What follows belongs to an exercise in optimizing a design on an open flow for a short achievable clock period and few clock cycles; a production flow would make more cautious choices.
In this exercise RTL edits were held to simulation tests only and were not proved equivalent to the original.
Power and IR drop assume default switching activity.

==> flow/design.v <==
package rv32i_types;
typedef enum bit [6:0] {
    op_lui   = 7'b0110111,  
    op_auipc = 7'b0010111,  
    op_jal   = 7'b1101111,  
    op_jalr  = 7'b1100111,  
    op_br    = 7'b1100011,  
    op_load  = 7'b0000011,  
    op_store = 7'b0100011,  
    op_imm   = 7'b0010011,  
    op_reg   = 7'b0110011,  
    op_csr   = 7'b1110011   
} rv32i_opcode;
typedef enum bit [2:0] {
    beq  = 3'b000,
    bne  = 3'b001,
    blt  = 3'b100,
    bge  = 3'b101,
    bltu = 3'b110,
    bgeu = 3'b111
} branch_funct3_t;
typedef enum bit [2:0] {
    lb  = 3'b000,
    lh  = 3'b001,
    lw  = 3'b010,
    lbu = 3'b100,
    lhu = 3'b101
} load_funct3_t;
typedef enum bit [2:0] {
    sb = 3'b000,
    sh = 3'b001,
    sw = 3'b010
} store_funct3_t;
typedef enum bit [2:0] {
    add  = 3'b000,  
    sll  = 3'b001,
    slt  = 3'b010,
    sltu = 3'b011,
    axor = 3'b100,
    sr   = 3'b101,  
    aor  = 3'b110,
    aand = 3'b111
} arith_funct3_t;
typedef enum bit [2:0] {
    alu_add = 3'b000,
    alu_sll = 3'b001,
    alu_sra = 3'b010,
    alu_sub = 3'b011,
    alu_xor = 3'b100,
    alu_srl = 3'b101,
    alu_or  = 3'b110,
    alu_and = 3'b111
} alu_ops;
typedef logic [31:0] rv32i_word;
typedef logic [4:0] rv32i_reg;
typedef logic [3:0] rv32i_mem_wmask;
typedef struct packed {
	rv32i_opcode opcode;
	alu_ops aluop;
	logic [2:0] regfilemux_sel;
	logic load_regfile;
	logic alumux1_sel; 
	logic [2:0] alumux2_sel;
	logic cmpmux_sel; 
	logic [1:0] memdatamux_sel;
	branch_funct3_t cmpop;
	rv32i_reg rd;
	logic [1:0] store_op;
	logic load_op;
	logic sign_sel;
	logic jalr_addr_sel;
	logic is_branch;
	logic is_jump;
	logic data_mem_read;
	logic data_mem_write;
	rv32i_reg rs1;
	rv32i_reg rs2;
	logic [7:0] bp_update_index;
} rv32i_control_word;
endpackage : rv32i_types
module register #(parameter width = 32)
(
    input clk,
    input rst,
    input load,
    input [width-1:0] in,
    output logic [width-1:0] out
);
logic [width-1:0] data;
always_ff @(posedge clk)
begin
    if (rst)
    begin
        data <= '0;
    end
    else if (load)
    begin
        data <= in;
    end
end
always_comb
begin
    out = data;
end
endmodule
module pc_register #(parameter width = 32)
(
    input clk,
    input rst,
    input load,
    input [width-1:0] in,
    output logic [width-1:0] out
);
logic [width-1:0] data;
always_ff @(posedge clk)
begin
    if (rst)
    begin
        data <= 32'h00000060;
    end
    else if (load)
    begin
        data <= in;
    end
end
always_comb
begin
    out = data;
end
endmodule
module regfile
(
    input clk,
    input load,
    input [31:0] in,
    input [4:0] src_a, src_b, dest,
    output logic [31:0] reg_a, reg_b
);
logic [31:0] data [32]  ;
always_ff @(posedge clk)
begin
    if (load && dest)
    begin
        data[dest] <= in;
    end
end
always_comb
begin
    reg_a = src_a ? data[src_a] : 0;
    reg_b = src_b ? data[src_b] : 0;
end
endmodule
module mux2 #(parameter width = 32)
(
	input sel,
	input [width-1:0] a, b,
	output logic [width-1:0] f
);
	always_comb
	begin
		if (sel == 0)
			f = a;
		else
			f = b;
	end
endmodule
module mux4 #(parameter width = 32)
(
	input logic [1:0] sel,
	input [width-1:0] a, b, c, d, 
	output logic [width-1:0] f
);
	always_comb
	begin
		if (sel == 0)
			f = a;
		else if (sel == 1)
			f = b;
		else if (sel == 2)
			f = c;
		else 
			f = d;		
	end
endmodule
module mux8 #(parameter width = 32)
(
	input logic [2:0] sel,
	input [width-1:0] a, b, c, d, aa, bb, cc, dd,
	output logic [width-1:0] f
);
	always_comb
	begin
		if (sel == 0)
			f = a;
		else if (sel == 1)
			f = b;
		else if (sel == 2)
			f = c;
		else if (sel == 3)
			f = d;
		else if (sel == 4)
			f = aa;
		else if (sel == 5)
			f = bb;
		else if (sel == 6)
			f = cc;
		else 
			f = dd;
	end
endmodule
import rv32i_types::*;
module alu
(
    input rv32i_types::alu_ops aluop,
    input [31:0] a, b,
    output logic [31:0] f
);
always_comb
begin
    case (aluop)
        alu_add:  f = a + b;
        alu_sll:  f = a << b[4:0];
        alu_sra:  f = $signed(a) >>> b[4:0];
        alu_sub:  f = a - b;
        alu_xor:  f = a ^ b;
        alu_srl:  f = a >> b[4:0];
        alu_or:   f = a | b;
        alu_and:  f = a & b;
    endcase
end
endmodule
import rv32i_types::*;
module cmp
(
	input rv32i_types::rv32i_word rs1,
	input rv32i_types::rv32i_word cmpmux,
	input rv32i_types::branch_funct3_t cmpop,
	output logic br_en
);
logic signed [31:0] rs1_signed;
logic signed [31:0] cmpmux_signed;
assign rs1_signed = $signed(rs1);
assign cmpmux_signed = $signed(cmpmux);
always_comb
begin
	br_en = 0;
	case(cmpop)
		beq: begin
			if (rs1 == cmpmux)
				br_en = 1;
		end
		bne: begin
			if (rs1 != cmpmux)
				br_en = 1;
		end
		blt: begin
			if (rs1_signed < cmpmux_signed)
				br_en = 1;
		end
		bge: begin
			if (rs1_signed >= cmpmux_signed)
				br_en = 1;
		end
		bltu: begin
			if (rs1 < cmpmux)
				br_en = 1;
		end
		bgeu: begin
			if (rs1 >= cmpmux)
				br_en = 1;
		end
	endcase
end
endmodule
import rv32i_types::*;
module forwarding_unit
(
	input rv32i_types::rv32i_reg rs1,
	input rv32i_types::rv32i_reg rs2,
	input rv32i_types::rv32i_reg mem_rd,
	input rv32i_types::rv32i_reg wb_rd,
	input rv32i_types::rv32i_reg decode_rs1,
	input rv32i_types::rv32i_reg decode_rs2,
	input rv32i_types::rv32i_opcode mem_opcode,
	input rv32i_types::rv32i_opcode wb_opcode,
	output logic [1:0] forwardA_sel,
	output logic [1:0] forwardB_sel,
	output logic decode_forwardA_sel,
	output logic decode_forwardB_sel
);
always_comb begin
	forwardA_sel = 2'b00;
	forwardB_sel = 2'b00;
	decode_forwardA_sel = 1'b0;
	decode_forwardB_sel = 1'b0;
	if( (wb_rd != 5'b0) && ((wb_opcode != op_store) && (wb_opcode != op_br)) ) begin
		forwardA_sel[1] = (rs1 == wb_rd);
		forwardB_sel[1] = (rs2 == wb_rd);
		decode_forwardA_sel = (decode_rs1 == wb_rd);
		decode_forwardB_sel = (decode_rs2 == wb_rd);
	end
	if( (mem_rd != 5'b0) && ((mem_opcode != op_store) && (mem_opcode != op_br)) ) begin
		forwardA_sel[0] = (rs1 == mem_rd);
		forwardB_sel[0] = (rs2 == mem_rd);
	end
end
endmodule
import rv32i_types::*;
module load_instr_block
(
	input rv32i_types::rv32i_word wb_mem_rdata,
	input rv32i_types::rv32i_word wb_alu_out,
	input logic wb_sign_sel,
	input logic wb_load_op,
	output rv32i_types::rv32i_word load_data_out
);
rv32i_types::rv32i_word lh_upper, lh_lower, lhu_upper, lhu_lower, lb_0, lb_1, lb_2, lb_3, lbu_0, lbu_1, lbu_2, lbu_3;
rv32i_types::rv32i_word load_half_signed_out, load_byte_signed_out, load_half_unsigned_out, load_byte_unsigned_out, load_signed_out, load_unsigned_out;
assign lh_upper = $signed(wb_mem_rdata[31:16]);
assign lh_lower = $signed(wb_mem_rdata[15:0]);
assign lhu_upper = {16'h0, wb_mem_rdata[31:16]};
assign lhu_lower = {16'h0, wb_mem_rdata[15:0]};	
assign lb_0 = $signed(wb_mem_rdata[7:0]);
assign lb_1 = $signed(wb_mem_rdata[15:8]);
assign lb_2 = $signed(wb_mem_rdata[23:16]);
assign lb_3 = $signed(wb_mem_rdata[31:24]);
assign lbu_0 = {24'h0, wb_mem_rdata[7:0]};
assign lbu_1 = {24'h0, wb_mem_rdata[15:8]};
assign lbu_2 = {24'h0, wb_mem_rdata[23:16]};
assign lbu_3 = {24'h0, wb_mem_rdata[31:24]};
mux2 load_half_signed
(
	.sel(wb_alu_out[1]),
	.a(lh_lower),
	.b(lh_upper),
	.f(load_half_signed_out)
);
mux4 load_byte_signed
(
	.sel(wb_alu_out[1:0]),
	.a(lb_0),
	.b(lb_1),
	.c(lb_2),
	.d(lb_3),
	.f(load_byte_signed_out)
);
mux2 load_half_unsigned
(
	.sel(wb_alu_out[1]),
	.a(lhu_lower),
	.b(lhu_upper),
	.f(load_half_unsigned_out)
);
mux4 load_byte_unsigned
(
	.sel(wb_alu_out[1:0]),
	.a(lbu_0),
	.b(lbu_1),
	.c(lbu_2),
	.d(lbu_3),
	.f(load_byte_unsigned_out)
);
mux2 load_signed
(
	.sel(wb_load_op),
	.a(load_half_signed_out),
	.b(load_byte_signed_out),
	.f(load_signed_out)
);
mux2 load_unsigned
(
	.sel(wb_load_op),
	.a(load_half_unsigned_out),
	.b(load_byte_unsigned_out),
	.f(load_unsigned_out)
);
mux2 load_instr_final
(
	.sel(wb_sign_sel),
	.a(load_signed_out),
	.b(load_unsigned_out),
	.f(load_data_out)
);
endmodule
import rv32i_types::*;
module mem_byte_enable_block
(
	input rv32i_types::rv32i_word mem_alu_out,
	input [1:0] mem_store_op,
	output logic [3:0] mem_byte_enable
);
logic [3:0] store_half_out;
logic [3:0] store_byte_out;
mux2 #(4) store_half
(
	.sel(mem_alu_out[1]),
	.a(4'b0011),
	.b(4'b1100),
	.f(store_half_out)
);
mux4 #(4) store_byte
(
	.sel(mem_alu_out[1:0]),
	.a(4'b0001),
	.b(4'b0010),
	.c(4'b0100),
	.d(4'b1000),
	.f(store_byte_out)
);
mux4 #(4) store_op
(
	.sel(mem_store_op),
	.a(4'b0000),
	.b(store_half_out),
	.c(store_byte_out),
	.d(4'b1111),
	.f(mem_byte_enable)
);
endmodule
import rv32i_types::*;
module control_rom
(
	input rv32i_types::rv32i_opcode opcode,
	input logic [2:0] funct3,
	input logic [6:0] funct7,
	input rv32i_types::rv32i_reg rd,
	input rv32i_types::rv32i_reg rs1,
	input rv32i_types::rv32i_reg rs2,
	input cache_hit,
	input rv32i_types::rv32i_opcode ex_opcode,
	input rv32i_types::rv32i_opcode mem_opcode,
	input rv32i_types::rv32i_reg prev_rd,
	input ex_br_en,
	input old_branch_hazard,
	input [7:0] bp_update_index,
	input [31:0] branch_target,
	input [31:0] id_pc,
	input [31:0] ex_pc,
	output rv32i_types::rv32i_control_word ctrl,
	output logic pipeline_continue ,
	output logic load_use_hazard,
	output logic branch_hazard,
	output logic pc_correction_sel
);
logic output_bubble;
logic [31:0] next_addr;
assign next_addr = ex_pc + 4;
always_comb begin
	output_bubble = 1'b0;
	branch_hazard = 1'b0;
	pc_correction_sel = 1'b0;
	if( ((ex_opcode == op_br) && (ex_br_en == 1'b1)) || (ex_opcode == op_jal) || (ex_opcode == op_jalr) ) begin
		if(id_pc != branch_target) begin
			output_bubble = 1'b1;
			branch_hazard = 1'b1;
		end
	end
	if( (ex_opcode == op_br) && (ex_br_en == 1'b0) ) begin
		if(id_pc != next_addr) begin
			output_bubble = 1'b1;
			branch_hazard = 1'b1;
			pc_correction_sel = 1'b1;
		end	
	end
	if(old_branch_hazard) begin
		output_bubble = 1'b1;
	end
end
always_comb
begin 
	pipeline_continue = cache_hit;
	load_use_hazard = 1'b1;
	ctrl.opcode = opcode;
	ctrl.load_regfile = 1'b0;
	ctrl.aluop = rv32i_types::alu_ops'(funct3);
	ctrl.cmpop = rv32i_types::branch_funct3_t'(funct3);
	ctrl.regfilemux_sel = 3'b0;
	ctrl.rd = rd;
	ctrl.rs1 = rs1;
	ctrl.rs2 = rs2;
	ctrl.alumux1_sel = 1'b0;
	ctrl.alumux2_sel = 3'b0;
	ctrl.cmpmux_sel = 1'b0;
	ctrl.memdatamux_sel = 2'b0;
	ctrl.store_op = 2'b0;
	ctrl.load_op = 1'b0;
	ctrl.sign_sel = 1'b0;
	ctrl.is_jump = 1'b0;
	ctrl.is_branch = 1'b0;
	ctrl.jalr_addr_sel = 1'b0;
	ctrl.data_mem_read = 1'b0;
	ctrl.data_mem_write = 1'b0;
	ctrl.bp_update_index = bp_update_index;
	case(opcode)
		op_lui: begin
			ctrl.regfilemux_sel = 3'b010;  
			ctrl.load_regfile = 1'b1;
		end 
		op_auipc: begin
			ctrl.aluop = alu_add;
			ctrl.alumux1_sel = 1'b1;
			ctrl.alumux2_sel = 3'b1;
			ctrl.load_regfile = 1'b1;  
		end
		op_jal: begin
			ctrl.aluop = alu_add;
			ctrl.is_jump = 1'b1;
			ctrl.alumux1_sel = 1'b1;
			ctrl.alumux2_sel = 3'b100;
			ctrl.regfilemux_sel = 3'b100;
			ctrl.load_regfile = 1'b1;
		end
		op_jalr: begin
			ctrl.aluop = alu_add;
			ctrl.is_jump = 1'b1;
			ctrl.regfilemux_sel = 3'b100;
			ctrl.load_regfile = 1'b1;
			ctrl.jalr_addr_sel = 1'b1;
		end
		op_br: begin
			ctrl.is_branch = 1'b1;
			ctrl.alumux1_sel = 1'b1;
			ctrl.alumux2_sel = 3'b010;
			ctrl.aluop = alu_add;
		end
		op_load: begin
			ctrl.data_mem_read = 1'b1;
			ctrl.aluop = alu_add;
			case(funct3)
				3'b000: begin
					ctrl.load_op = 1'b1; 
					ctrl.sign_sel = 1'b0;
					ctrl.regfilemux_sel = 3'b101;
				end 
				3'b001: begin
					ctrl.load_op = 1'b0;
					ctrl.sign_sel = 1'b0;
					ctrl.regfilemux_sel = 3'b101;
				end
				3'b010: begin
					ctrl.regfilemux_sel = 3'b011;
				end
				3'b100: begin
					ctrl.load_op = 1'b1;
					ctrl.sign_sel = 1'b1;
					ctrl.regfilemux_sel = 3'b101;
				end
				3'b101: begin
					ctrl.load_op = 1'b0;
					ctrl.sign_sel = 1'b1;
					ctrl.regfilemux_sel = 3'b101;
				end
				default: ;  
			endcase
			ctrl.load_regfile = 1'b1;
		end
		op_store: begin
			ctrl.data_mem_write = 1'b1;
			ctrl.aluop = alu_add;
			ctrl.alumux2_sel = 3'b011;
			case(funct3)
				3'b000: begin
					ctrl.memdatamux_sel = 2'b10;
					ctrl.store_op = 2'b10;
				end
				3'b001: begin
					ctrl.memdatamux_sel = 2'b01;
					ctrl.store_op = 2'b01;
				end
				3'b010: begin
					ctrl.store_op = 2'b11;
				end
				default: ;  
			endcase
		end
		op_imm: begin
			ctrl.load_regfile = 1'b1;
			case(funct3)
				3'b010: begin 
					ctrl.cmpop = blt;
					ctrl.cmpmux_sel = 1'b1;
					ctrl.regfilemux_sel = 3'b1;
				end
				3'b011: begin
					ctrl.cmpop = bltu;
					ctrl.cmpmux_sel = 1'b1;
					ctrl.regfilemux_sel = 3'b1;
				end
				3'b101: begin 
					case(funct7)
						7'b0000000: begin 
							ctrl.aluop = alu_srl;
						end
						7'b0100000: begin 
							ctrl.aluop = alu_sra;
						end 
						default:   ;
					endcase
				end
				default: ;   
			endcase
		end
		op_reg: begin
			ctrl.load_regfile = 1'b1;
			ctrl.alumux2_sel = 3'b101;
			case(funct3)
				3'b000: begin
					case(funct7)
						7'b0000000: begin 
							ctrl.aluop = alu_add;
						end 
						7'b0100000: begin 
							ctrl.aluop = alu_sub;
						end
						default:   ;
					endcase
				end 
				3'b010: begin 
					ctrl.cmpop = blt;
					ctrl.regfilemux_sel = 3'b1;
				end 
				3'b011: begin 	
					ctrl.cmpop = bltu;
					ctrl.regfilemux_sel = 3'b1;
				end 
				3'b101: begin 
					case(funct7) 
						7'b0000000: begin 
							ctrl.aluop = alu_srl;
						end 
						7'b0100000: begin
							ctrl.aluop = alu_sra;
						end 
						default:   ;
					endcase 
				end
				default: begin 
					ctrl.aluop = rv32i_types::alu_ops'(funct3);
				end 
			endcase
		end
		op_csr: ;  
		default: begin
			ctrl = 0;
		end 
	endcase
	if( (ex_opcode == op_load) && ((rs1 == prev_rd) || (rs2 == prev_rd)) ) begin
		load_use_hazard = 1'b0;
		ctrl.opcode = op_imm;
		ctrl.load_regfile = 1'b1;
		ctrl.aluop = alu_add;
		ctrl.cmpop = rv32i_types::branch_funct3_t'(3'b011);
		ctrl.regfilemux_sel = 3'b0;
		ctrl.rd = 5'b0;
		ctrl.rs1 = 5'b0;
		ctrl.rs2 = 5'b0;
		ctrl.alumux1_sel = 1'b0;
		ctrl.alumux2_sel = 3'b0;
		ctrl.cmpmux_sel = 1'b0;
		ctrl.memdatamux_sel = 2'b0;
		ctrl.store_op = 2'b0;
		ctrl.load_op = 1'b0;
		ctrl.sign_sel = 1'b0;
		ctrl.is_branch = 1'b0;
		ctrl.is_jump = 1'b0;
		ctrl.jalr_addr_sel = 1'b0;
		ctrl.data_mem_read = 1'b0;
		ctrl.data_mem_write = 1'b0;
	end
	if(output_bubble) begin
		ctrl.opcode = op_imm;
		ctrl.load_regfile = 1'b1;
		ctrl.aluop = alu_add;
		ctrl.cmpop = rv32i_types::branch_funct3_t'(3'b011);
		ctrl.regfilemux_sel = 3'b0;
		ctrl.rd = 5'b0;
		ctrl.rs1 = 5'b0;
		ctrl.rs2 = 5'b0;
		ctrl.alumux1_sel = 1'b0;
		ctrl.alumux2_sel = 3'b0;
		ctrl.cmpmux_sel = 1'b0;
		ctrl.memdatamux_sel = 2'b0;
		ctrl.store_op = 2'b0;
		ctrl.load_op = 1'b0;
		ctrl.sign_sel = 1'b0;
		ctrl.is_branch = 1'b0;
		ctrl.is_jump = 1'b0;
		ctrl.jalr_addr_sel = 1'b0;
		ctrl.data_mem_read = 1'b0;
		ctrl.data_mem_write = 1'b0;
	end
end
endmodule
module IF_ID_reg
(
	input clk,
	input rst,
	input logic load,
	input [31:0] if_pc_out,
	output logic [31:0] id_pc_out
);
register pc_out_reg
(	
	.clk(clk),
	.rst(rst),
	.load(load),
	.in(if_pc_out),
	.out(id_pc_out)
);
endmodule
import rv32i_types::*;
module ID_EX_reg
(
	input clk,
	input rst,
	input logic load,
	input logic hazard,
	input logic branch,
	input rv32i_types::rv32i_word id_pc_out,
	input rv32i_types::rv32i_control_word id_ctrl_word,
	input rv32i_types::rv32i_word id_rs1_out,
	input rv32i_types::rv32i_word id_rs2_out,
	input rv32i_types::rv32i_word id_i_imm,
	input rv32i_types::rv32i_word id_u_imm,
	input rv32i_types::rv32i_word id_b_imm,
	input rv32i_types::rv32i_word id_s_imm,
	input rv32i_types::rv32i_word id_j_imm,
	output rv32i_types::rv32i_word ex_pc_out, 
	output rv32i_types::rv32i_control_word ex_ctrl_word,
	output rv32i_types::rv32i_word ex_rs1_out,
	output rv32i_types::rv32i_word ex_rs2_out,
	output rv32i_types::rv32i_word ex_i_imm,
	output rv32i_types::rv32i_word ex_u_imm,
	output rv32i_types::rv32i_word ex_b_imm,
	output rv32i_types::rv32i_word ex_s_imm,
	output rv32i_types::rv32i_word ex_j_imm
);
logic [31:0] i_imm_out;
logic [31:0] pc_mux_out;
register pc_out_reg
(	
	.clk(clk),
	.rst(rst),
	.load(load),
	.in(pc_mux_out),
	.out(ex_pc_out)
);
register #(56) ctrl_word_reg  
(	
	.clk(clk),
	.rst(rst),
	.load(load),
	.in(id_ctrl_word),
	.out(ex_ctrl_word)
);
register rs1_out_reg
(	
	.clk(clk),
	.rst(rst),
	.load(load),
	.in(id_rs1_out),
	.out(ex_rs1_out)
);
register rs2_out_reg
(	
	.clk(clk),
	.rst(rst),
	.load(load),
	.in(id_rs2_out),
	.out(ex_rs2_out)
);
register i_imm_reg
(	
	.clk(clk),
	.rst(rst),
	.load(load),
	.in(i_imm_out),
	.out(ex_i_imm)
);
register u_imm_reg
(	
	.clk(clk),
	.rst(rst),
	.load(load),
	.in(id_u_imm),
	.out(ex_u_imm)
);
register b_imm_reg
(	
	.clk(clk),
	.rst(rst),
	.load(load),
	.in(id_b_imm),
	.out(ex_b_imm)
);
register s_imm_reg
(	
	.clk(clk),
	.rst(rst),
	.load(load),
	.in(id_s_imm),
	.out(ex_s_imm)
);
register j_imm_reg
(	
	.clk(clk),
	.rst(rst),
	.load(load),
	.in(id_j_imm),
	.out(ex_j_imm)
);
mux2 i_imm_mux
(
	.sel(hazard),
	.a(32'b0),
	.b(id_i_imm),
	.f(i_imm_out)
);
mux2 pc_mux
(
	.sel(~hazard | branch),
	.a(id_pc_out),
	.b(32'b0),
	.f(pc_mux_out)
);
endmodule
import rv32i_types::*;
module EX_MEM_reg
(
	input clk,
	input rst,
	input logic load,
	input rv32i_types::rv32i_word ex_pc_out,
	input rv32i_types::rv32i_control_word ex_ctrl_word,
	input rv32i_types::rv32i_word ex_alu_out,
	input logic ex_br_en,
	input rv32i_types::rv32i_word ex_mem_wdata,
	input rv32i_types::rv32i_word ex_u_imm,
	output rv32i_types::rv32i_word mem_pc_out, 
	output rv32i_types::rv32i_control_word mem_ctrl_word,
	output rv32i_types::rv32i_word mem_alu_out,
	output logic mem_br_en,
	output rv32i_types::rv32i_word mem_mem_wdata,
	output rv32i_types::rv32i_word mem_u_imm
);
register pc_out_reg
(	
	.clk(clk),
	.rst(rst),
	.load(load),
	.in(ex_pc_out),
	.out(mem_pc_out)
);
register #(56) ctrl_word_reg  
(	
	.clk(clk),
	.rst(rst),
	.load(load),
	.in(ex_ctrl_word),
	.out(mem_ctrl_word)
);
register alu_out_reg
(	
	.clk(clk),
	.rst(rst),
	.load(load),
	.in(ex_alu_out),
	.out(mem_alu_out)
);
register #(1) br_en_reg
(	
	.clk(clk),
	.rst(rst),
	.load(load),
	.in(ex_br_en),
	.out(mem_br_en)
);
register mem_wdata_reg
(	
	.clk(clk),
	.rst(rst),
	.load(load),
	.in(ex_mem_wdata),
	.out(mem_mem_wdata)
);
register u_imm_reg
(	
	.clk(clk),
	.rst(rst),
	.load(load),
	.in(ex_u_imm),
	.out(mem_u_imm)
);
endmodule
import rv32i_types::*;
module MEM_WB_reg
(
	input clk,
	input rst,
	input logic load,
	input rv32i_types::rv32i_word mem_pc_out,
	input rv32i_types::rv32i_control_word mem_ctrl_word,
	input rv32i_types::rv32i_word mem_alu_out,
	input logic mem_br_en,
	input rv32i_types::rv32i_word mem_u_imm,
	output rv32i_types::rv32i_word wb_pc_out, 
	output rv32i_types::rv32i_control_word wb_ctrl_word,
	output rv32i_types::rv32i_word wb_alu_out,
	output logic wb_br_en,
	output rv32i_types::rv32i_word wb_u_imm
);
register pc_out_reg
(	
	.clk(clk),
	.rst(rst),
	.load(load),
	.in(mem_pc_out),
	.out(wb_pc_out)
);
register #(56) ctrl_word_reg  
(	
	.clk(clk),
	.rst(rst),
	.load(load),
	.in(mem_ctrl_word),
	.out(wb_ctrl_word)
);
register alu_out_reg
(	
	.clk(clk),
	.rst(rst),
	.load(load),
	.in(mem_alu_out),
	.out(wb_alu_out)
);
register #(1) br_en_reg
(	
	.clk(clk),
	.rst(rst),
	.load(load),
	.in(mem_br_en),
	.out(wb_br_en)
);
register u_imm_reg
(	
	.clk(clk),
	.rst(rst),
	.load(load),
	.in(mem_u_imm),
	.out(wb_u_imm)
);
endmodule
module mp3_datapath
(
	input clk,
	input rst,
	input logic [31:0] data_mem_rdata,
	input logic [31:0] instr_mem_rdata,
	input cache_hit,
	output logic [31:0] instr_mem_addr,
	output logic [31:0] data_mem_addr,
	output logic [3:0] data_mem_byte_en,
	output logic [31:0] data_mem_wdata,
	output logic data_mem_read,
	output logic data_mem_write
);
localparam int BI = 5;               
localparam int NB = 1 << BI;         
localparam int TL = BI + 2;          
localparam int TH = 15;              
localparam int TW = TH - TL + 1;
localparam logic [6:0] OP_LUI   = 7'b0110111;
localparam logic [6:0] OP_AUIPC = 7'b0010111;
localparam logic [6:0] OP_JAL   = 7'b1101111;
localparam logic [6:0] OP_JALR  = 7'b1100111;
localparam logic [6:0] OP_BR    = 7'b1100011;
localparam logic [6:0] OP_LOAD  = 7'b0000011;
localparam logic [6:0] OP_STORE = 7'b0100011;
localparam logic [6:0] OP_IMM   = 7'b0010011;
localparam logic [6:0] OP_REG   = 7'b0110011;
logic [31:0] pc_f;
logic          btb_v   [NB];
logic [1:0]    btb_ctr [NB];
logic [TW-1:0] btb_tag [NB];
logic [31:0]   btb_tgt [NB];
logic        f2_v;
logic [31:0] f2_pc, f2_pn;
logic        f2_hit;
logic [1:0]  f2_ctr;
logic        use_ibuf;
logic [31:0] ibuf;
logic        d_v;
logic [31:0] d_ir, d_pc, d_pn;
logic        d_hit;
logic [1:0]  d_ctr;
logic        e_v;
logic [4:0]  e_rd;
logic        e_wr, e_load, e_store, e_br, e_jal, e_jalr, e_pre_sel, e_sub, e_sra;
logic [2:0]  e_f3;
logic [31:0] e_a, e_b, e_sd, e_pre, e_pc, e_pc4, e_tgt, e_pn;
logic [2:0]  e_fa, e_fb, e_fs;
logic        e_eq_tgt, e_eq_pc4;
logic        e_hit;
logic [1:0]  e_ctr;
logic        m_v, m_wr, m_load;
logic [4:0]  m_rd;
logic [31:0] m_res;
logic [2:0]  m_f3;
logic        w_v, w_wr, w_load;
logic [4:0]  w_rd;
logic [31:0] w_res;
logic [2:0]  w_f3;
logic [1:0]  w_a;
logic        w2_we;
logic [4:0]  w2_rd;
logic [31:0] w2_res;
logic          u_we, u_tgt_we, u_valid;
logic [BI-1:0] u_idx;
logic [TW-1:0] u_tag;
logic [31:0]   u_tgt;
logic [1:0]    u_ctr;
logic [31:0] rf [32];
logic [BI-1:0] f_idx;
logic          f_hit, f_taken;
logic [31:0]   f_pn;
logic [1:0]    f_ctr;
assign instr_mem_addr = pc_f;
assign f_idx = pc_f[TL-1:2];
assign f_hit = btb_v[f_idx] && (btb_tag[f_idx] == pc_f[TH:TL]);
assign f_ctr = btb_ctr[f_idx];
assign f_taken = f_hit && f_ctr[1];
assign f_pn = f_taken ? btb_tgt[f_idx] : pc_f + 32'd4;
logic [31:0] f2_ins;
assign f2_ins = use_ibuf ? ibuf : instr_mem_rdata;
logic [6:0]  d_op;
logic [2:0]  d_f3;
logic [4:0]  d_rs1, d_rs2, d_rdf;
logic        d_lui, d_auipc, d_jal, d_jalr, d_br, d_load, d_store, d_imm, d_reg;
logic        d_use1, d_use2, d_wr;
logic [31:0] d_iimm, d_simm, d_bimm, d_uimm, d_jimm, d_imm_v;
logic [31:0] d_tgt, d_pc4, d_pre, d_auipc_v;
logic [31:0] d_r1, d_r2;
logic [2:0]  d_fa, d_fb;
logic        d_hz;
assign d_op  = d_ir[6:0];
assign d_f3  = d_ir[14:12];
assign d_rs1 = d_ir[19:15];
assign d_rs2 = d_ir[24:20];
assign d_rdf = d_ir[11:7];
assign d_lui   = d_op == OP_LUI;
assign d_auipc = d_op == OP_AUIPC;
assign d_jal   = d_op == OP_JAL;
assign d_jalr  = d_op == OP_JALR;
assign d_br    = d_op == OP_BR;
assign d_load  = d_op == OP_LOAD;
assign d_store = d_op == OP_STORE;
assign d_imm   = d_op == OP_IMM;
assign d_reg   = d_op == OP_REG;
assign d_use1 = d_jalr | d_br | d_load | d_store | d_imm | d_reg;
assign d_use2 = d_br | d_store | d_reg;
assign d_wr   = (d_rdf != 5'd0) & (d_lui | d_auipc | d_jal | d_jalr | d_load | d_imm | d_reg);
assign d_iimm = {{21{d_ir[31]}}, d_ir[30:20]};
assign d_simm = {{21{d_ir[31]}}, d_ir[30:25], d_ir[11:7]};
assign d_bimm = {{20{d_ir[31]}}, d_ir[7], d_ir[30:25], d_ir[11:8], 1'b0};
assign d_uimm = {d_ir[31:12], 12'h000};
assign d_jimm = {{12{d_ir[31]}}, d_ir[19:12], d_ir[20], d_ir[30:21], 1'b0};
assign d_imm_v = d_store ? d_simm : d_iimm;
assign d_tgt = d_pc + (d_jal ? d_jimm : d_bimm);
assign d_pc4 = d_pc + 32'd4;
assign d_auipc_v = d_pc + d_uimm;
assign d_pre = d_lui ? d_uimm : (d_auipc ? d_auipc_v : d_pc4);
assign d_r1 = (d_rs1 == 5'd0) ? 32'd0 : ((w2_we && w2_rd == d_rs1) ? w2_res : rf[d_rs1]);
assign d_r2 = (d_rs2 == 5'd0) ? 32'd0 : ((w2_we && w2_rd == d_rs2) ? w2_res : rf[d_rs2]);
function automatic logic [2:0] fwd_sel(input logic [4:0] rs);
	fwd_sel = 3'b000;
	if (rs != 5'd0) begin
		if (e_v && e_wr && e_rd == rs) fwd_sel = 3'b001;
		else if (m_v && m_wr && m_rd == rs) fwd_sel = 3'b010;
		else if (w_v && w_wr && w_rd == rs) fwd_sel = 3'b100;
	end
endfunction
assign d_fa = fwd_sel(d_rs1);
assign d_fb = fwd_sel(d_rs2);
function automatic logic ld_dep(input logic [4:0] rs);
	ld_dep = (rs != 5'd0) &&
	       ((e_v && e_load && e_rd == rs) || (m_v && m_load && m_rd == rs));
endfunction
assign d_hz = d_v && ((d_use1 && ld_dep(d_rs1)) || (d_use2 && ld_dep(d_rs2)));
logic [31:0] x_a, x_b, x_sd;
logic [31:0] x_sum, x_bn, x_res, x_sll, x_sr;
logic        x_lt, x_ltu, x_eq, x_cond, x_taken;
logic        x_jeq, x_mis;
logic [31:0] x_redir;
logic [31:0] x_wdata;
logic [3:0]  x_be;
function automatic logic [31:0] fwd(input logic [31:0] r, input logic [2:0] s);
	fwd = s[0] ? m_res : (s[1] ? w_res : (s[2] ? w2_res : r));
endfunction
assign x_a  = fwd(e_a, e_fa);
assign x_b  = fwd(e_b, e_fb);
assign x_sd = fwd(e_sd, e_fs);
assign x_bn  = e_sub ? ~x_b : x_b;
assign x_sum = x_a + x_bn + {31'd0, e_sub};
assign x_sll = x_a << x_b[4:0];
logic [31:0] x_sra, x_srl;
assign x_sra = $signed(x_a) >>> x_b[4:0];
assign x_srl = x_a >> x_b[4:0];
assign x_sr  = e_sra ? x_sra : x_srl;
assign x_eq  = x_a == x_b;
assign x_lt  = $signed(x_a) < $signed(x_b);
assign x_ltu = x_a < x_b;
always_comb begin
	case (e_f3)
		3'b000: x_res = x_sum;
		3'b001: x_res = x_sll;
		3'b010: x_res = {31'd0, x_lt};
		3'b011: x_res = {31'd0, x_ltu};
		3'b100: x_res = x_a ^ x_b;
		3'b101: x_res = x_sr;
		3'b110: x_res = x_a | x_b;
		default: x_res = x_a & x_b;
	endcase
	if (e_pre_sel) x_res = e_pre;
end
always_comb begin
	case (e_f3)
		3'b000: x_cond = x_eq;
		3'b001: x_cond = ~x_eq;
		3'b100: x_cond = x_lt;
		3'b101: x_cond = ~x_lt;
		3'b110: x_cond = x_ltu;
		default: x_cond = ~x_ltu;
	endcase
end
logic [31:0] jx, jg;
logic [31:1] jok;
assign jx = x_a ^ x_b;
assign jg = x_a & x_b;
always_comb begin
	jok[1] = (jx[1] ^ e_pn[1]) == jg[0];
	for (int i = 2; i < 32; i++)
		jok[i] = (jx[i] ^ e_pn[i]) == (jg[i-1] | (jx[i-1] & ~e_pn[i-1]));
end
assign x_jeq = &jok;
assign x_taken = e_jal | e_jalr | (e_br & x_cond);
assign x_mis = e_v & (e_jalr ? ~x_jeq : (x_taken ? ~e_eq_tgt : ~e_eq_pc4));
assign x_redir = e_jalr ? {x_sum[31:1], 1'b0} : (x_taken ? e_tgt : e_pc4);
always_comb begin
	case (e_f3[1:0])
		2'b00: begin x_wdata = {4{x_sd[7:0]}};  x_be = 4'b0001 << x_sum[1:0]; end
		2'b01: begin x_wdata = {2{x_sd[15:0]}}; x_be = x_sum[1] ? 4'b1100 : 4'b0011; end
		default: begin x_wdata = x_sd;          x_be = 4'b1111; end
	endcase
end
logic [31:0] l_sh, l_val;
assign l_sh = data_mem_rdata >> {w_a, 3'b000};
always_comb begin
	case (w_f3)
		3'b000: l_val = {{24{l_sh[7]}}, l_sh[7:0]};
		3'b001: l_val = {{16{l_sh[15]}}, l_sh[15:0]};
		3'b100: l_val = {24'd0, l_sh[7:0]};
		3'b101: l_val = {16'd0, l_sh[15:0]};
		default: l_val = data_mem_rdata;
	endcase
end
logic redirect, stall;
assign redirect = x_mis;
assign stall = d_hz;
always_ff @(posedge clk) begin
	if (rst) begin
		pc_f <= 32'h00000060;
		f2_v <= 1'b0;
		use_ibuf <= 1'b0;
		d_v <= 1'b0;
		e_v <= 1'b0;
		m_v <= 1'b0;
		w_v <= 1'b0;
		w2_we <= 1'b0;
		u_we <= 1'b0;
		data_mem_read <= 1'b0;
		data_mem_write <= 1'b0;
	end else if (cache_hit) begin
		if (redirect) begin
			pc_f <= x_redir;
			f2_v <= 1'b0;
			use_ibuf <= 1'b0;
			d_v <= 1'b0;
		end else if (stall) begin
			if (f2_v && !use_ibuf) use_ibuf <= 1'b1;
		end else begin
			pc_f <= f_pn;
			f2_v <= 1'b1;
			use_ibuf <= 1'b0;
			d_v <= f2_v;
		end
		e_v <= d_v & ~stall & ~redirect;
		m_v <= e_v;
		w_v <= m_v;
		w2_we <= w_v & w_wr;
		u_we <= e_v & ((e_br | e_jal | e_jalr) ? (x_taken | e_hit) : e_hit);
		data_mem_read <= e_v & e_load;
		data_mem_write <= e_v & e_store;
	end
end
always_ff @(posedge clk) begin
	if (cache_hit) begin
		if (!redirect && stall) begin
			if (f2_v && !use_ibuf) ibuf <= instr_mem_rdata;
		end
		if (!redirect && !stall) begin
			f2_pc  <= pc_f;
			f2_pn  <= f_pn;
			f2_hit <= f_hit;
			f2_ctr <= f_ctr;
			d_ir  <= f2_ins;
			d_pc  <= f2_pc;
			d_pn  <= f2_pn;
			d_hit <= f2_hit;
			d_ctr <= f2_ctr;
		end
		e_rd      <= d_rdf;
		e_wr      <= d_wr;
		e_load    <= d_load;
		e_store   <= d_store;
		e_br      <= d_br;
		e_jal     <= d_jal;
		e_jalr    <= d_jalr;
		e_pre_sel <= d_lui | d_auipc | d_jal | d_jalr;
		e_sub     <= d_reg & d_ir[30] & (d_f3 == 3'b000);
		e_sra     <= d_ir[30];
		e_f3      <= d_f3;
		e_a       <= d_r1;
		e_b       <= d_use2 & ~d_store ? d_r2 : d_imm_v;
		e_sd      <= d_r2;
		e_fa      <= d_fa;
		e_fb      <= (d_use2 & ~d_store) ? d_fb : 3'b000;
		e_fs      <= d_fb;
		e_pre     <= d_pre;
		e_pc      <= d_pc;
		e_pc4     <= d_pc4;
		e_tgt     <= d_tgt;
		e_pn      <= d_pn;
		e_eq_tgt  <= d_pn == d_tgt;
		e_eq_pc4  <= d_pn == d_pc4;
		e_hit     <= d_hit;
		e_ctr     <= d_ctr;
		m_wr   <= e_wr;
		m_load <= e_load;
		m_rd   <= e_rd;
		m_res  <= x_res;
		m_f3   <= e_f3;
		data_mem_addr    <= x_sum;
		data_mem_wdata   <= x_wdata;
		data_mem_byte_en <= x_be;
		w_wr   <= m_wr;
		w_load <= m_load;
		w_rd   <= m_rd;
		w_res  <= m_res;
		w_f3   <= m_f3;
		w_a    <= data_mem_addr[1:0];
		w2_rd  <= w_rd;
		w2_res <= w_load ? l_val : w_res;
		u_idx    <= e_pc[TL-1:2];
		u_tag    <= e_pc[TH:TL];
		u_tgt    <= x_redir;
		u_tgt_we <= x_taken;
		u_valid  <= e_br | e_jal | e_jalr;
		if (e_jal | e_jalr)
			u_ctr <= 2'b11;
		else if (!e_hit)
			u_ctr <= 2'b10;
		else if (x_taken)
			u_ctr <= (e_ctr == 2'b11) ? 2'b11 : e_ctr + 2'b01;
		else
			u_ctr <= (e_ctr == 2'b00) ? 2'b00 : e_ctr - 2'b01;
	end
end
always_ff @(posedge clk) begin
	if (w2_we) rf[w2_rd] <= w2_res;
end
always_ff @(posedge clk) begin
	if (rst) begin
		for (int i = 0; i < NB; i++) btb_v[i] <= 1'b0;
	end else if (u_we) begin
		btb_ctr[u_idx] <= u_ctr;
		if (u_tgt_we || !u_valid) begin
			btb_v[u_idx]   <= u_valid;
			btb_tag[u_idx] <= u_tag;
			btb_tgt[u_idx] <= u_tgt;
		end
	end
end
endmodule
==> flow/run.sh <==
#!/bin/bash
# synth_recipe.tcl (not shown) runs the flow's synth.tcl, then flattens the netlist and writes it again
# the make line also repeats each setting of config.mk as NAME=value (left out here)
make -C /OpenROAD-flow-scripts/flow DESIGN_CONFIG=/design/flow/config.mk WORK_HOME=/design/flow/orfs CLKGATE_MAP_FILE= SYNTH_SCRIPT=/design/flow/synth_recipe.tcl finish
==> flow/config.mk <==
export PLATFORM = sky130hd
export DESIGN_NAME = mp3_datapath
export DESIGN_NICKNAME = mp3_datapath
export VERILOG_FILES = /design/flow/design.v
export SDC_FILE = /design/flow/constraint.sdc
export NUM_CORES = 4
export LEC_CHECK = 0
export CAP_MARGIN = 20
export CORE_MARGIN = 2
export CORE_UTILIZATION = 40
export SLEW_MARGIN = 20
==> flow/constraint.sdc <==
create_clock -name core_clock -period 15.0 [get_ports {clk}]
set_input_delay 3.0000 -clock core_clock [delete_from_list [all_inputs] [get_ports {clk}]]
set_output_delay 3.0000 -clock core_clock [all_outputs]
set_load 0.01 [all_outputs]
==> impl_metrics.json, run 1 <==
{
  "yosysWarnings": 1,
  "final-instance-count-excl-fill": 13800,
  "synth.most_common_cell": "edfxtp_1",
  "viasPerCell": 6.17,
  "die_w_um": 608,
  "synth_largest_area_cell": "edfxtp_1",
  "p_comb_share_pct": 13.7,
  "hold_class": "reg2reg",
  "overflow": 0,
  "final_nets": 9036,
  "postCtsResizedCells": 0,
  "die_height_um": 608,
  "grt_antenna_before_repair": 30,
  "ant_nets": 0,
  "switching_power_mw": 5.75,
  "status": "no timing/DRC/antenna violations",
  "synthArstFlopShare_pct": 0,
  "yosysUniqueCellTypes": 86,
  "drive_gt1_share_pct": 23.0,
  "ys.flop_type": "edfxtp_1",
  "start_util_pct": 40.2,
  "wl_met1_um": 185000,
  "wl_um": 488000,
  "cts.sinks": 3190,
  "p_leak_nw": 53.6,
  "area_growth_syn_to_layout_pct": 13.3,
  "wl_met2_um": 232000,
  "clock-root-buffer": "clkbuf_16",
  "setup_slack_ns": 6.36,
  "grt_pass1_wl_um": 675000,
  "grtUsageTotal_pct": 26.0,
  "drtPass1Iterations": 7,
  "syn-num-nets": 8795,
  "critPathKind": "reg2reg",
  "critPathLaunchType": "flip-flop",
  "syn_area_um2": 146000,
  "htree_levels": 5,
  "synth_cells": 8517,
  "wl_per_cell_um": 35.2,
  "gp_congestion": 0.999,
  "cp.required_ns": 15.58,
  "slew_viol_final": 0,
  "pre_cts_slack_ns": 5.85,
  "synth_common_cells": "3,138 x edfxtp_1, 1,056 x mux4_2, 611 x nor2_1, 375 x a21oi_1, 362 x mux2i_1",
  "portBuffers": 168,
  "seqPwrFrac_pct": 48.0,
  "ys_ff_latch": 3190,
  "drcViolationCount": 0,
  "place_hpwl_um": 306000,
  "drv_cap": 0,
  "fin_util_pct": 45.6,
  "rows": 221,
  "clockBufferDepth": 4,
  "syn_area_per_cell_um2": 17.1,
  "post_cts_buffers": 0,
  "dr.first_iter.drc_count": 11500,
  "setup_viol": 0,
  "crit_fanout": 90,
  "rsz0062_at_grt": "false",
  "synth-edff-count": 3138,
  "cts_tree": "done",
  "fin_crit_ns": 8.64,
  "wl_met3_um": 41300,
  "die_area_um2": 369000,
  "grt_pass1_vias": 85000,
  "max_freq_mhz": 116,
  "switching_share_pct": 26.4,
  "powerDensity_nw_per_um2": 132,
  "whs_ns": 0.415,
  "worst_slew_pin_slew_ns": 1.28,
  "fin_tns_setup_ns": 0,
  "synth.top_cell.area_share_pct": 64.6,
  "netlist_top_cells_area": "edfxtp_1 65%, mux4_2 16%, mux2i_1 2.5%",
  "endpoint_kind": "flip-flop",
  "clkTransAtPathRegs_ns": 0.06,
  "fp.coreArea_um2": 363000,
  "maxSlewHeadroom_pct": 13.9,
  "io-pin-count": 169,
  "dr_total_vias": 85400,
  "cts_made_buffers": 343,
  "skew_ns": 0.0825,
  "fin_crit_sh_pct": 57.6,
  "dp.cells": 13200,
  "critPathArrivalTime_ns": 9.22,
  "clock_latency_ns": 0.95,
  "hold_violations": 0,
  "cts_hold_buf": 0,
  "p_int_mw": 16.0,
  "grt_max_degree": 119,
  "vdd_drop_max_uv": 108,
  "clockPowerShare_pct": 38.3,
  "highest_layer": "met5",
  "seq_area_frac_synth_pct": 65.4
}
[sequential cells by signal (all words and copies together) (netlist names), 64 cells and up, named ones only]
name,count
btb_tgt,1024
rf,1024
btb_ctr,64
btb_tag,288
[metrics by stage]
stage               power (mW)  cell area (um2)
floorplan                 12.2           146000
global placement          13.5           154000
detailed placement        13.5           154000
CTS                       21.8           165000
global route              22.4           165000
finish                    21.8           165000
[power groups by stage]
stage | clock (mW) | combinational, mW | sequential, mW
2_1_floorplan | 0 | 1.64 | 10.5
3_3_place_gp | 0 | 2.90 | 10.6
3_5_place_dp | 0 | 2.90 | 10.6
4_1_cts | 8.46 | 2.92 | 10.5
5_1_grt | 8.80 | 3.11 | 10.5
6_report | 8.34 | 2.99 | 10.4
[layout by cell type, fill, tap and decap left out, types with 114 or more instances in the layout]
cell	instances
mux4_2	1056
a211oi_1	114
xnor2_1	183
ha_1	178
a21oi_1	373
buf_4	240
mux2i_1	360
nand2_1	361
clkbuf_16	349
o21ai_0	242
inv_1	187
nor2_1	540
clkdlybuf4s50_1	166
edfxtp_1	3138
[logic make-up (layout without fill, tap and decap cells)]
group,count (synthesis),after routing,synth area share [%]
other cells,0,14,0
xor+xnor,296,296,1.80
compound gates,1138,1138,4.91
mux,1507,1507,19.5
buf+inv,723,1238,1.97
flops,3190,3190,65.4
simple gates,1452,1452,4.50
fa+ha+maj,211,211,1.98
[worst max-delay path, cell delays in order, from the launching register on]
cell	delay [ns]
edfxtp_1	0.32
buf_4	0.51
mux2_2	0.32
o21ai_0	0.08
o21a_2	0.22
buf_4	0.27
inv_1	0.54
buf_4	0.50
ha_1	0.22
nor2_1	0.04
o21ai_0	0.29
a21oi_1	0.15
nor4b_1	0.40
o21ai_0	0.23
o31ai_1	0.35
o31a_2	0.17
buf_4	0.45
inv_1	0.39
nand2_1	0.15
nand2_1	0.54
nor2_4	0.40
buf_4	0.84
buf_6	0.70
[routing by layer]
layer	GRT usage, %	up-vias
li1	-	34800
met1	33.8	45100
met2	42.0	4527
met3	4.64	965
met4	13.3	10
met5	0	-
[layout make-up]
cell class                      instances  area (um2)
Fill cell                           30800      197000
Antenna cell                           14        35.0
Clock buffer                          417        8990
Clock inverter                        202        1930
Sequential cell                      3190       95300
Inverter                              190         713
Multi-Input combinational cell       4604       48300
Tap cell                             4794        6000
Timing Repair Buffer                  429        3860
[final timing paths]
kind / end / from / slack (ns) / cells after the start
hold reg to reg: d_pn[3] / f2_pn[3] / 0.41 / 0
hold / removal: d_pn[3] / f2_pn[3] / 0.41 / 0
setup reg to reg: d_ir[30] / e_fb[2] / 6.36 / 22
setup / recovery: d_ir[30] / e_fb[2] / 6.36 / 22
Testbench counts, summed over its fixed seeds: cycles 67,310.
==> run 2, diff against run 1 <==
--- a/flow/design.v
+++ b/flow/design.v
@@ -985,5 +985,7 @@
 logic [31:0]   btb_tgt [NB];
+logic          btb_ret [NB];
+logic [31:0]   ras;
 logic        f2_v;
 logic [31:0] f2_pc, f2_pn;
-logic        f2_hit;
+logic        f2_hit, f2_tk;
 logic [1:0]  f2_ctr;
@@ -993,3 +995,3 @@
 logic [31:0] d_ir, d_pc, d_pn;
-logic        d_hit;
+logic        d_hit, d_tk;
 logic [1:0]  d_ctr;
@@ -1002,3 +1004,3 @@
 logic        e_eq_tgt, e_eq_pc4;
-logic        e_hit;
+logic        e_hit, e_ret;
 logic [1:0]  e_ctr;
@@ -1016,3 +1018,3 @@
 logic [31:0] w2_res;
-logic          u_we, u_tgt_we, u_valid;
+logic          u_we, u_tgt_we, u_valid, u_ret;
 logic [BI-1:0] u_idx;
@@ -1031,3 +1033,3 @@
 assign f_taken = f_hit && f_ctr[1];
-assign f_pn = f_taken ? btb_tgt[f_idx] : pc_f + 32'd4;
+assign f_pn = f_taken ? (btb_ret[f_idx] ? ras : btb_tgt[f_idx]) : pc_f + 32'd4;
 logic [31:0] f2_ins;
@@ -1088,2 +1090,9 @@
 assign d_hz = d_v && ((d_use1 && ld_dep(d_rs1)) || (d_use2 && ld_dep(d_rs2)));
+logic d_ret;
+assign d_ret = d_jalr && d_rdf == 5'd0 && d_ir[31:20] == 12'd0;
+logic        d_redir;
+logic [31:0] d_rtgt, d_pn2;
+assign d_redir = d_v && !d_tk && (d_jal || (d_br && d_ir[31]) || d_ret);
+assign d_rtgt  = d_ret ? ras : d_tgt;
+assign d_pn2   = d_redir ? d_rtgt : d_pn;
 logic [31:0] x_a, x_b, x_sd;
@@ -1145,4 +1154,6 @@
 assign x_taken = e_jal | e_jalr | (e_br & x_cond);
-assign x_mis = e_v & (e_jalr ? ~x_jeq : (x_taken ? ~e_eq_tgt : ~e_eq_pc4));
-assign x_redir = e_jalr ? {x_sum[31:1], 1'b0} : (x_taken ? e_tgt : e_pc4);
+logic x_mis_j;
+assign x_mis   = e_v & ~e_jalr & (x_taken ? ~e_eq_tgt : ~e_eq_pc4);
+assign x_mis_j = e_v & e_jalr & ~x_jeq;
+assign x_redir = x_taken ? e_tgt : e_pc4;
 always_comb begin
@@ -1166,3 +1177,5 @@
 logic redirect, stall;
-assign redirect = x_mis;
+logic pend;
+logic [31:0] p_tgt;
+assign redirect = x_mis | x_mis_j | pend;
 assign stall = d_hz;
@@ -1179,2 +1192,3 @@
 		u_we <= 1'b0;
+		pend <= 1'b0;
 		data_mem_read <= 1'b0;
@@ -1182,4 +1196,6 @@
 	end else if (cache_hit) begin
+		pend <= x_mis_j;
 		if (redirect) begin
-			pc_f <= x_redir;
+			if (pend) pc_f <= p_tgt;
+			else if (x_mis) pc_f <= x_redir;
 			f2_v <= 1'b0;
@@ -1189,2 +1205,7 @@
 			if (f2_v && !use_ibuf) use_ibuf <= 1'b1;
+		end else if (d_redir) begin
+			pc_f <= d_rtgt;
+			f2_v <= 1'b0;
+			use_ibuf <= 1'b0;
+			d_v <= 1'b0;
 		end else begin
@@ -1209,3 +1230,4 @@
 		end
-		if (!redirect && !stall) begin
+		if (d_v && !stall && (d_jal || d_jalr) && d_rdf != 5'd0) ras <= d_pc4;
+		if (!stall) begin
 			f2_pc  <= pc_f;
@@ -1213,2 +1235,3 @@
 			f2_hit <= f_hit;
+			f2_tk  <= f_taken;
 			f2_ctr <= f_ctr;
@@ -1218,2 +1241,3 @@
 			d_hit <= f2_hit;
+			d_tk  <= f2_tk;
 			d_ctr <= f2_ctr;
@@ -1241,6 +1265,7 @@
 		e_tgt     <= d_tgt;
-		e_pn      <= d_pn;
-		e_eq_tgt  <= d_pn == d_tgt;
-		e_eq_pc4  <= d_pn == d_pc4;
+		e_pn      <= d_pn2;
+		e_eq_tgt  <= d_pn2 == d_tgt;
+		e_eq_pc4  <= d_pn2 == d_pc4;
 		e_hit     <= d_hit;
+		e_ret     <= d_ret;
 		e_ctr     <= d_ctr;
@@ -1264,5 +1289,7 @@
 		u_tag    <= e_pc[TH:TL];
-		u_tgt    <= x_redir;
+		p_tgt    <= {x_sum[31:1], 1'b0};
+		u_tgt    <= e_jalr ? {x_sum[31:1], 1'b0} : x_redir;
 		u_tgt_we <= x_taken;
 		u_valid  <= e_br | e_jal | e_jalr;
+		u_ret    <= e_ret;
 		if (e_jal | e_jalr)
@@ -1289,2 +1316,3 @@
 			btb_tgt[u_idx] <= u_tgt;
+			btb_ret[u_idx] <= u_ret;
 		end
==> flow/flow/run.sh (new file) <==
#!/bin/bash
# Standard ORFS layout; repair_timing aims for setup slack well beyond the
# clock period's needs so the achieved period is pushed down.
set -euo pipefail
bash standard.sh SETUP_SLACK_MARGIN=10.5 finish > flow_make.log 2>&1
==> flow/standard.sh (new file) <==
#!/bin/bash
# synth_recipe.tcl (not shown) runs the flow's synth.tcl, then flattens the netlist and writes it again
# the make line also repeats each setting of config.mk as NAME=value (left out here)
make -C /OpenROAD-flow-scripts/flow DESIGN_CONFIG=/design/flow/config.mk WORK_HOME=/design/flow/orfs CLKGATE_MAP_FILE= SYNTH_SCRIPT=/design/flow/synth_recipe.tcl "${@:-finish}"
--- a/flow/config.mk
+++ b/flow/config.mk
@@ -7,5 +7,6 @@
 export LEC_CHECK = 0
+export ABC_CLOCK_PERIOD_IN_PS = 4000
 export CAP_MARGIN = 20
 export CORE_MARGIN = 2
-export CORE_UTILIZATION = 40
+export CORE_UTILIZATION = 35
 export SLEW_MARGIN = 20
removed: flow/run.sh
==> run 2 against run 1 <==
Net effect: still clean on timing, DRC and antenna; sequential cell count grew 69; critical path depth grew 3; cell count grew 14%.
==> impl_metrics.json, run 2 <==
{
  "cts.sinks": 3259,
  "cp.required_ns": 15.82,
  "dr.first_iter.drc_count": 13600,
  "hold_violations": 0,
  "powerDensity_nw_per_um2": 127,
  "dr_total_vias": 95100,
  "vdd_drop_max_uv": 94.2,
  "skew_ns": 0.0996,
  "netlist_top_cells_area": "edfxtp_1 64%, mux4_2 16%, mux2i_1 2.5%",
  "status": "no timing/DRC/antenna violations",
  "overflow": 0,
  "rrSetupSlack_ns": 9.72,
  "fin_util_pct": 42.2,
  "grtUsageTotal_pct": 24.4,
  "cts_made_buffers": 346,
  "synth-edff-count": 3206,
  "start_util_pct": 35.1,
  "drcViolationCount": 0,
  "worst_slew_pin_slew_ns": 1.09,
  "critPathKind": "reg2reg",
  "setup_viol": 0,
  "synth_common_cells": "3,206 x edfxtp_1, 1,061 x mux4_2, 674 x nor2_1, 402 x nand2_1, 375 x mux2i_1",
  "grt_pass1_wl_um": 748000,
  "drv_cap": 0,
  "wl_per_cell_um": 34.9,
  "die_w_um": 660,
  "synthArstFlopShare_pct": 0,
  "rows": 241,
  "die_area_um2": 436000,
  "slew_viol_final": 0,
  "yosysWarnings": 1,
  "synth_largest_area_cell": "edfxtp_1",
  "die_height_um": 660,
  "critPathLaunchType": "flip-flop",
  "viasPerCell": 6.03,
  "syn-num-nets": 9345,
  "crit_fanout": 8,
  "synth.most_common_cell": "edfxtp_1",
  "grt_pass1_vias": 93000,
  "rsz0062_at_grt": "true",
  "cts_tree": "done",
  "layout_commonest_cell": "edfxtp_1",
  "wl_um": 550000,
  "fin_crit_ns": 5.28,
  "max_freq_mhz": 190,
  "clkTransAtPathRegs_ns": 0.06,
  "endpoint_kind": "flip-flop",
  "fin_tns_setup_ns": 0,
  "drtPass1Iterations": 7,
  "clockBufferDepth": 4,
  "seq_area_frac_synth_pct": 64.5,
  "synth.top_cell.area_share_pct": 63.8,
  "clock_latency_ns": 0.96,
  "critPathArrivalTime_ns": 6.10,
  "final_nets": 10000,
  "hold_class": "reg2reg",
  "maxSlewHeadroom_pct": 25.3,
  "synth_cells": 9067,
  "grt_antenna_before_repair": 45,
  "yosysUniqueCellTypes": 97,
  "fp.coreArea_um2": 430000,
  "syn_area_per_cell_um2": 16.6,
  "ys_ff_latch": 3259,
  "ys.flop_type": "edfxtp_1",
  "grt_max_degree": 145,
  "portBuffers": 168,
  "final_cell_mix": "3,206 x edfxtp_1, 1,061 x mux4_2, 573 x nor2_1",
  "place_hpwl_um": 333000,
  "htree_levels": 5,
  "reg_top3": "btb_tgt (1024), rf (1024), btb_tag (288)",
  "p_leak_nw": 59.9,
  "drive_gt1_share_pct": 31.7,
  "ant_nets": 0,
  "fin_crit_sh_pct": 35.2,
  "area_growth_syn_to_layout_pct": 20.4,
  "io-pin-count": 169,
  "gp_congestion": 0.978,
  "clock-root-buffer": "clkbuf_16",
  "syn_area_um2": 151000
}
-- run 2: cell count changes in the layout (fill, tap and decap cells not counted), moves of 68 or more --
cell,delta
edfxtp_1,+68
buf_4,+219
clkdlybuf4s50_1,-102
a21oi_1,-102
buf_12,+76
buf_6,+159
-- run 2: final timing paths --
| path | start | endpoint | cells past startpoint |
|---|---|---|---|
| max | e_fb[2] | flip-flop | 25 |
| max reg2reg | e_fb[2] | flip-flop | 25 |
| min | d_ctr[1] | e_ctr[1] | 0 |
| min reg2reg | d_ctr[1] | e_ctr[1] | 0 |
-- run 2: routing by layer --
layer  part of all wire [%]  vias to the layer above  global-route usage [%]
met5                 0.0040                        -                       0
met4                    6.4                        4                    12.5
met3                    9.8                     1229                    4.41
met2                     46                     5923                    38.8
met1                     38                    50000                    32.3
li1                       -                    37900                       -
-- run 2: cells by family (layout without fill, tap and decap cells) --
logic type / after synthesis / after routing / synth area share [%]
xor gates and xnor gates: 286 / 286 / 1.66
muxes: 1537 / 1537 / 19.1
other: 0 / 20 / 0
and+or+nand+nor: 1691 / 1697 / 5.19
AOI/OAI and AO/OA: 1297 / 1297 / 5.54
DFF: 3259 / 3259 / 64.5
adders and majority gates: 211 / 211 / 1.91
buffers and inverters: 786 / 1750 / 2.07
-- run 2: where the power goes --
group	leakage (nW)	internal, mW	switching, mW
clock network	5.41	4.95	3.63
registers	29.9	10.4	0.299
logic	24.7	1.54	2.25
total	59.9	16.9	6.18
-- run 2: area by class of cell --
class                      instances  area, um2
antenna                           20       50.0
clock buffer                     446       9310
clock inverter                   179       1840
fill                           37700     248000
inverter                         216        867
multi-input combinational       5028      54900
sequential                      3259      97500
tap                             5710       7140
timing repair buffer             907      10000
timing repair inverter             2       12.5
-- run 2: critical path, cell delays in order, from the launching register on --
cell	delay, ns
edfxtp_1	0.41
buf_12	0.18
buf_12	0.15
buf_6	0.11
mux2i_1	0.13
nor2_1	0.07
a21oi_1	0.15
nor2_1	0.09
a21oi_4	0.28
ha_4	0.27
nor4_4	0.35
nand4_1	0.25
a21oi_2	0.19
a2111oi_2	0.05
a211o_1	0.30
buf_6	0.13
a311o_1	0.31
a41oi_4	0.30
mux2i_4	0.36
a21oi_4	0.13
a21oi_4	0.17
buf_12	0.17
buf_16	0.16
nor2b_4	0.20
buf_12	0.17
a31oi_4	0.09
-- run 2: per-stage QoR --
stage | instance area [um2] | hold slack, ns | setup slack, ns | cells | power [mW]
final | 182000 | 0.398 | 9.72 | 15800 | 23.0
after global routing | 182000 | 0.418 | 9.60 | 15700 | 23.6
after CTS | 179000 | 0.409 | 9.81 | 15600 | 22.8
after detailed placement | 161000 | 0.405 | 7.69 | 14700 | 13.8
after global placement | 161000 | 0.400 | 7.89 | 14700 | 13.8
after floorplan | 152000 | 0.400 | 8.88 | 9067 | 12.4
-- run 2: timing repair --
item,CTS,global route
endpoints found under the setup margin,1950,631
setup buffers,319,89
hold buffers,0,0
pin swaps,152,164
resized for setup,1284,307
gates cloned,41,10
Testbench counts of run 2, summed over its fixed seeds: cycles 66,023.

-- static timing again, ports no longer ideal --
In the flow no input, the clock included, has a driving cell. The finished layouts below were timed again as built, in two steps.
Step 1 (the two cells are an assumption about what drives the block):
set clk [get_ports {clk}]
set_driving_cell -lib_cell sky130_fd_sc_hd__clkbuf_16 $clk
set_driving_cell -lib_cell sky130_fd_sc_hd__buf_2 [delete_from_list [all_inputs] $clk]
Step 2 also shifts input and output timing later by t, the mid clock arrival at the registers, as if the neighbouring blocks saw the same clock.
Slacks: no drivers / after step 1 / after step 2; pairs: no drivers / after step 1.
| run | t, ns | setup slack, ns | clock arrival spread, ns |
|---|---|---|---|
| run 1 | 1.015 | 6.361 / 6.361 / 6.361 | 0.091 / 0.091 |
| run 2 | 1.020 | 9.723 / 9.723 / 9.409 | 0.107 / 0.107 |
After both steps every run listed still meets setup and hold. For run 2, which loses most, drivers alone change the setup slack by 0.000 ns; drivers and shift together by -0.314 ns.
